Background: an optimization exercise with open tools, aiming at small area. Do not read the settings as production practice. RTL that was checked went through simulation tests only; none was proved equivalent to the original. Power is estimated from default activity; no workload was simulated.

== build 76 ==
## pwm
module pwm (
    input  wire        clk,
    input  wire        reset,        
    input  wire [4:0]  address,      
    input  wire        write,
    input  wire        chipselect,
    input  wire [31:0] writedata,
    output wire [31:0] readdata,
    output wire [7:0]  pwm_out
);
Settings: LEC_CHECK=0, CAP_MARGIN=0, CORE_MARGIN=2, CORE_UTILIZATION=65, CTS_BUF_LIST=sky130_fd_sc_hd__clkbuf_16, CTS_CLUSTER_DIAMETER=70, CTS_CLUSTER_SIZE=24, SETUP_SLACK_MARGIN=0.05, SLEW_MARGIN=0, SYNTH_HIERARCHICAL=1, SYNTH_MINIMUM_KEEP_SIZE=0, BUFFER_PORTS_ARGS=-buffer_cell sky130_fd_sc_hd__buf_1, CTS_ARGS=-sink_clustering_enable -repair_clock_nets -buf_list sky130_fd_sc_hd__clkbuf_16 -sink_clustering_size 24 -sink_clustering_max_diameter 70 -dont_use_dummy_load; clock period 5.0 ns.
standard.sh (not shown) runs the stock make flow with config.mk's settings and CLKGATE_MAP_FILE= SYNTH_SCRIPT=/design/flow/synth_recipe.tcl, a recipe that flattens the netlist after the stock synthesis.
==> flow/flow/run.sh <==
#!/bin/bash
# Layout flow: the standard layout (standard.sh, all ORFS steps unchanged)
# with two settings added to its config.mk:
#  - port buffers: every input and output port still gets a buffer, but a
#    sky130_fd_sc_hd__buf_1 instead of the default delay cell;
#  - clock tree: the same clustering as config.mk asks for, without the dummy
#    loads CTS otherwise adds for balancing.
# The full make output goes to standard.log in the work folder; ORFS's own
# per-step logs are under orfs/logs/.
set -euo pipefail
cat >> config.mk <<'EOF'
export BUFFER_PORTS_ARGS = -buffer_cell sky130_fd_sc_hd__buf_1
export CTS_ARGS = -sink_clustering_enable -repair_clock_nets -buf_list sky130_fd_sc_hd__clkbuf_16 -sink_clustering_size 24 -sink_clustering_max_diameter 70 -dont_use_dummy_load
EOF
bash standard.sh > standard.log 2>&1
What build 4 does differently from build 76 at the input level:
- clearing BUFFER_PORTS_ARGS, which used to be -buffer_cell sky130_fd_sc_hd__buf_1
- clearing CTS_ARGS, which used to be -sink_clustering_enable -repair_clock_nets -buf_list sky130_fd_sc_hd__clkbuf_16 -sink_clustering_size 24 -sink_clustering_max_diameter 70 -dont_use_dummy_load
- swapping 0 for 20 in SLEW_MARGIN
- swapping 65 for 55 in CORE_UTILIZATION
- swapping 0 for 20 in CAP_MARGIN
==> flow/run.sh (new file) <==
#!/bin/bash
# synth_recipe.tcl (not shown) runs the flow's synth.tcl, then flattens the netlist and writes it again
# the make line also repeats each setting of config.mk as NAME=value (left out here)
make -C /OpenROAD-flow-scripts/flow DESIGN_CONFIG=/design/flow/config.mk WORK_HOME=/design/flow/orfs CLKGATE_MAP_FILE= SYNTH_SCRIPT=/design/flow/synth_recipe.tcl finish
removed: flow/flow/run.sh
removed: flow/standard.sh
==> comparison <==
Against build 76, build 4 comes in 10 points lower on initial cell density of the core.
Compared with build 76, build 4 shows a higher fraction of power spent switching nets.
Summary of the comparison: number of placed cells counting well taps is higher in build 4, relative to build 76.
Against build 76, reported leakage power in build 4 rose by a few percent.
On total number of vias, build 4 does better than build 76.
Run comparison: build 76 busiest layer in global routing met1; build 4 busiest layer in global routing met2
Measured against each other, build 4 and build 76 differ in total power, the higher figure coming from build 4.
Inputs modified between build 4 and build 51:
- swapping 20 for 0 in SLEW_MARGIN
- swapping 24 for 32 in CTS_CLUSTER_SIZE
- swapping 20 for 0 in CAP_MARGIN
- putting CTS_ARGS at -sink_clustering_enable -repair_clock_nets -buf_list sky130_fd_sc_hd__clkbuf_16 -sink_clustering_size 32 -sink_clustering_max_diameter 80 -dont_use_dummy_load where nothing was set
- putting BUFFER_PORTS_ARGS at -buffer_cell sky130_fd_sc_hd__buf_1 where nothing was set
- swapping 55 for 65 in CORE_UTILIZATION
- swapping 70 for 80 in CTS_CLUSTER_DIAMETER
==> flow/flow/run.sh (new file) <==
#!/bin/bash
# Layout flow: the standard layout (standard.sh, all ORFS steps unchanged)
# with two settings added to its config.mk:
#  - port buffers: every input and output port still gets a buffer, but a
#    sky130_fd_sc_hd__buf_1 instead of the default delay cell;
#  - clock tree: the same clustering as config.mk asks for, without the dummy
#    loads CTS otherwise adds for balancing.
# The full make output goes to standard.log in the work folder; ORFS's own
# per-step logs are under orfs/logs/.
set -euo pipefail
cat >> config.mk <<'EOF'
export BUFFER_PORTS_ARGS = -buffer_cell sky130_fd_sc_hd__buf_1
export CTS_ARGS = -sink_clustering_enable -repair_clock_nets -buf_list sky130_fd_sc_hd__clkbuf_16 -sink_clustering_size 32 -sink_clustering_max_diameter 80 -dont_use_dummy_load
EOF
bash standard.sh > standard.log 2>&1
==> flow/standard.sh (new file) <==
#!/bin/bash
# synth_recipe.tcl (not shown) runs the flow's synth.tcl, then flattens the netlist and writes it again
# the make line also repeats each setting of config.mk as NAME=value (left out here)
make -C /OpenROAD-flow-scripts/flow DESIGN_CONFIG=/design/flow/config.mk WORK_HOME=/design/flow/orfs CLKGATE_MAP_FILE= SYNTH_SCRIPT=/design/flow/synth_recipe.tcl "${@:-finish}"
removed: flow/run.sh
--- outcome ---
For build 51 and build 4, there was not a single run that failed to finish clean.
From build 4 to build 51 the numbers moved as follows: routing usage on met3 rose 0.15 points, layout inverter count without the clock tree fell 2.3%.
Between build 4 and build 51, the flow reports standard cell core area decreasing by more than 10%.
Compared with build 4, in build 51 routed wire length on met3 rose about 23%, global-route usage rose 3.3 points, final cycle utilization of the critical path fell 1.4 points, number of DRC violations after detailed-routing iteration 0 fell 372.
STATUS die area: build 51 wins against build 4
Build 4 vs build 51, worst setup path endpoint: pwm_out_reg[3] vs pwm_out_reg[7]
### build 51 -> build 84
- SLEW_MARGIN: 0 -> 20
- CTS_ARGS: -sink_clustering_enable -repair_clock_nets -buf_list sky130_fd_sc_hd__clkbuf_16 -sink_clustering_size 32 -sink_clustering_max_diameter 80 -dont_use_dummy_load -> -sink_clustering_enable -repair_clock_nets -buf_list sky130_fd_sc_hd__clkbuf_16 -sink_clustering_size 24 -sink_clustering_max_diameter 70 -dont_use_dummy_load
- CAP_MARGIN: 0 -> 20
- CTS_CLUSTER_SIZE: 32 -> 24
- CTS_CLUSTER_DIAMETER: 80 -> 70
- CORE_UTILIZATION: 65 -> 55
-- flow/flow/run.sh --
<<< build 51, line 12
export BUFFER_PORTS_ARGS = -buffer_cell sky130_fd_sc_hd__buf_1
export CTS_ARGS = -sink_clustering_enable -repair_clock_nets -buf_list sky130_fd_sc_hd__clkbuf_16 -sink_clustering_size 32 -sink_clustering_max_diameter 80 -dont_use_dummy_load
EOF
>>> build 84, line 12
export BUFFER_PORTS_ARGS = -buffer_cell sky130_fd_sc_hd__buf_1
export CTS_ARGS = -sink_clustering_enable -repair_clock_nets -buf_list sky130_fd_sc_hd__clkbuf_16 -sink_clustering_size 24 -sink_clustering_max_diameter 70 -dont_use_dummy_load
EOF
Findings:
- Delta (build 84 minus build 51): depth of the most critical reg-to-reg path increased about 6%, number of buffers other than clock buffers in the final layout increased 4.7%, leakage component of the power increased 2.3%.
- Higher switching power summed over all nets was reported by build 84, not build 51.
- sky130_fd_sc_hd__dfrtp_1 as the slowest cell on the critical path was reported by build 51, and sky130_fd_sc_hd__dfrtp_2 by build 84.
#### Input delta (build 83 over build 84)
- SLEW_MARGIN: 20 -> 0
- CTS_ARGS: -sink_clustering_enable -repair_clock_nets -buf_list sky130_fd_sc_hd__clkbuf_16 -sink_clustering_size 24 -sink_clustering_max_diameter 70 -dont_use_dummy_load -> -sink_clustering_enable -repair_clock_nets -buf_list sky130_fd_sc_hd__clkbuf_16 -sink_clustering_size 32 -sink_clustering_max_diameter 80 -dont_use_dummy_load
- CTS_CLUSTER_DIAMETER: 70 -> 80
- CTS_CLUSTER_SIZE: 24 -> 32
- CAP_MARGIN: 20 -> 0
- CORE_UTILIZATION: 55 -> 65
- SETUP_SLACK_MARGIN: 0.05 -> 0
-- flow/flow/run.sh --
<<< build 84, line 12
export BUFFER_PORTS_ARGS = -buffer_cell sky130_fd_sc_hd__buf_1
export CTS_ARGS = -sink_clustering_enable -repair_clock_nets -buf_list sky130_fd_sc_hd__clkbuf_16 -sink_clustering_size 24 -sink_clustering_max_diameter 70 -dont_use_dummy_load
EOF
>>> build 83, line 12
export BUFFER_PORTS_ARGS = -buffer_cell sky130_fd_sc_hd__buf_1
export CTS_ARGS = -sink_clustering_enable -repair_clock_nets -buf_list sky130_fd_sc_hd__clkbuf_16 -sink_clustering_size 32 -sink_clustering_max_diameter 80 -dont_use_dummy_load
EOF
Notes after the runs:
Against build 84, final critical path time including I/O delays and setup in build 83 came out better.
Build 84 → build 83: internal power shrank by 4.8%; total routing resource utilization after global routing has increased; clock input transition at the sequential cells of the worst setup and hold paths climbed 0.02 ns; wire length went down by 3.4 mm; post-synthesis register bit count comparable.
As far as number of setup violations in the final report goes, build 83 and build 84 are indistinguishable; the numbers are identical.
In the tables for build 84 and build 83, final core area utilization reads higher with build 83.
Relative contribution of the clock network to total power: build 83 lower than build 84
Comparing the two runs side by side, build 83 comes out ahead of build 84 on worst-case setup margin in the final layout.

* * *

main:
The RTL this note starts from:
==> flow/design.v <==
module pwm (
    input  wire        clk,
    input  wire        reset,        
    input  wire [4:0]  address,      
    input  wire        write,
    input  wire        chipselect,
    input  wire [31:0] writedata,
    output wire [31:0] readdata,
    output wire [7:0]  pwm_out
);
    reg [31:0] regs [15:0];
    reg [15:0] wrtn;
    wire we = chipselect & write;
    integer i;
    function automatic lt32(input [31:0] a, input [31:0] b);
        integer k;
        reg r;
        begin
            r = 1'b0;
            for (k = 0; k < 32; k = k + 1)
                r = (~a[k] & b[k]) | ((~a[k] | b[k]) & r);
            lt32 = r;
        end
    endfunction
    always @(posedge clk) begin
        for (i = 0; i < 16; i = i + 1)
            if (we && address[3:0] == i)
                regs[i] <= writedata;
    end
    always @(posedge clk or posedge reset) begin
        if (reset)
            wrtn <= 16'd0;
        else
            for (i = 0; i < 16; i = i + 1)
                if (we && address[3:0] == i)
                    wrtn[i] <= 1'b1;
    end
    reg [31:0] readdata_reg;
    assign readdata = readdata_reg;
    wire [31:0] raw_rd  = regs[address[3:0]];
    wire        flag_rd = wrtn[address[3:0]];
    wire [31:0] rst_rd  = address[0] ? 32'd50 : 32'd100;
    always @(posedge clk)
        readdata_reg <= address[4] ? 32'd0 : (flag_rd ? raw_rd : rst_rd);
    reg [31:0] counter;
    wire wrap = wrtn[0] ? ~lt32(counter, regs[0]) : (counter >= 32'd100);
    always @(posedge clk or posedge reset) begin
        if (reset)
            counter <= 32'd0;
        else if (wrap)
            counter <= 32'd0;
        else
            counter <= counter + 32'd1;
    end
    reg [7:0] pwm_out_reg;
    assign pwm_out = ~pwm_out_reg;
    wire lt_rst = counter < 32'd50;
    always @(posedge clk or posedge reset) begin
        if (reset)
            pwm_out_reg <= 8'b0;
        else
            for (i = 0; i < 8; i = i + 1)
                pwm_out_reg[i] <= wrtn[2*i+1] ? lt32(counter, regs[2*i+1]) : lt_rst;
    end
endmodule
Settings: LEC_CHECK=0, CAP_MARGIN=0, CORE_MARGIN=2, CORE_UTILIZATION=40, CTS_BUF_LIST=sky130_fd_sc_hd__clkbuf_4, SLEW_MARGIN=0; clock period 5.0 ns.
run.sh (not shown) runs the stock make flow with config.mk's settings and CLKGATE_MAP_FILE= SYNTH_SCRIPT=/design/flow/synth_recipe.tcl, a recipe that flattens the netlist after the stock synthesis.
Stock flow here: none of the scripts above is used.
main finished all stages; the layout is clean.
#### Input delta (the feature branch over main)
- a change of SLEW_MARGIN from 0 to 20
- a change of CAP_MARGIN from 0 to 20
- a deleted CTS_BUF_LIST that had been sky130_fd_sc_hd__clkbuf_4
### Flow results
- The number of buffer and inverter instances along the worst setup path was comparable across main and the feature branch.
- Of the two candidates, main has the worse cell area and the feature branch the better one.
- The feature branch vs main: power up slightly
No run of this note included a check of the RTL's function; only the layout flow was run.

==> re-timing with driven ports <==
The results above use ideal ports. As a check the final layouts listed here were re-extracted and re-timed, cells and wires unchanged.
Step 1: set_driving_cell puts a clkbuf_16 on clk and a buf_2 on each other input, an assumption about the parent block.
Step 2 times the ports against the registers' clock, not the clock port: input delays grow and output delays shrink by t, the midpoint of the rising clock arrivals with the driver on.
Three values: ideal, step 1, step 2; two values: the first two.
run	t (ns)	slack for setup (ns)	hold slack, ns	worst setup path after step 2	worst register clock-pin slew, ns
build 76	0.616	0.258 / 0.258 / 0.258	0.452 / 0.452 / 0.452	register to register	0.10 / 0.10
build 4	0.630	0.200 / 0.200 / 0.200	0.490 / 0.490 / 0.490	register to register	0.10 / 0.10
build 51	0.625	0.271 / 0.271 / 0.271	0.468 / 0.468 / 0.468	register to register	0.12 / 0.12
build 84	0.608	0.181 / 0.181 / 0.181	0.470 / 0.470 / 0.470	register to register	0.10 / 0.10
build 83	0.621	0.191 / 0.191 / 0.191	0.466 / 0.466 / 0.466	register to register	0.12 / 0.12
main	1.057	0.717 / 0.717 / 0.717	0.469 / 0.469 / 0.469	register to register	0.08 / 0.08
the feature branch	0.689	0.746 / 0.746 / 0.746	0.465 / 0.465 / 0.465	register to register	0.07 / 0.07
After both steps setup and hold are still met in every run listed.
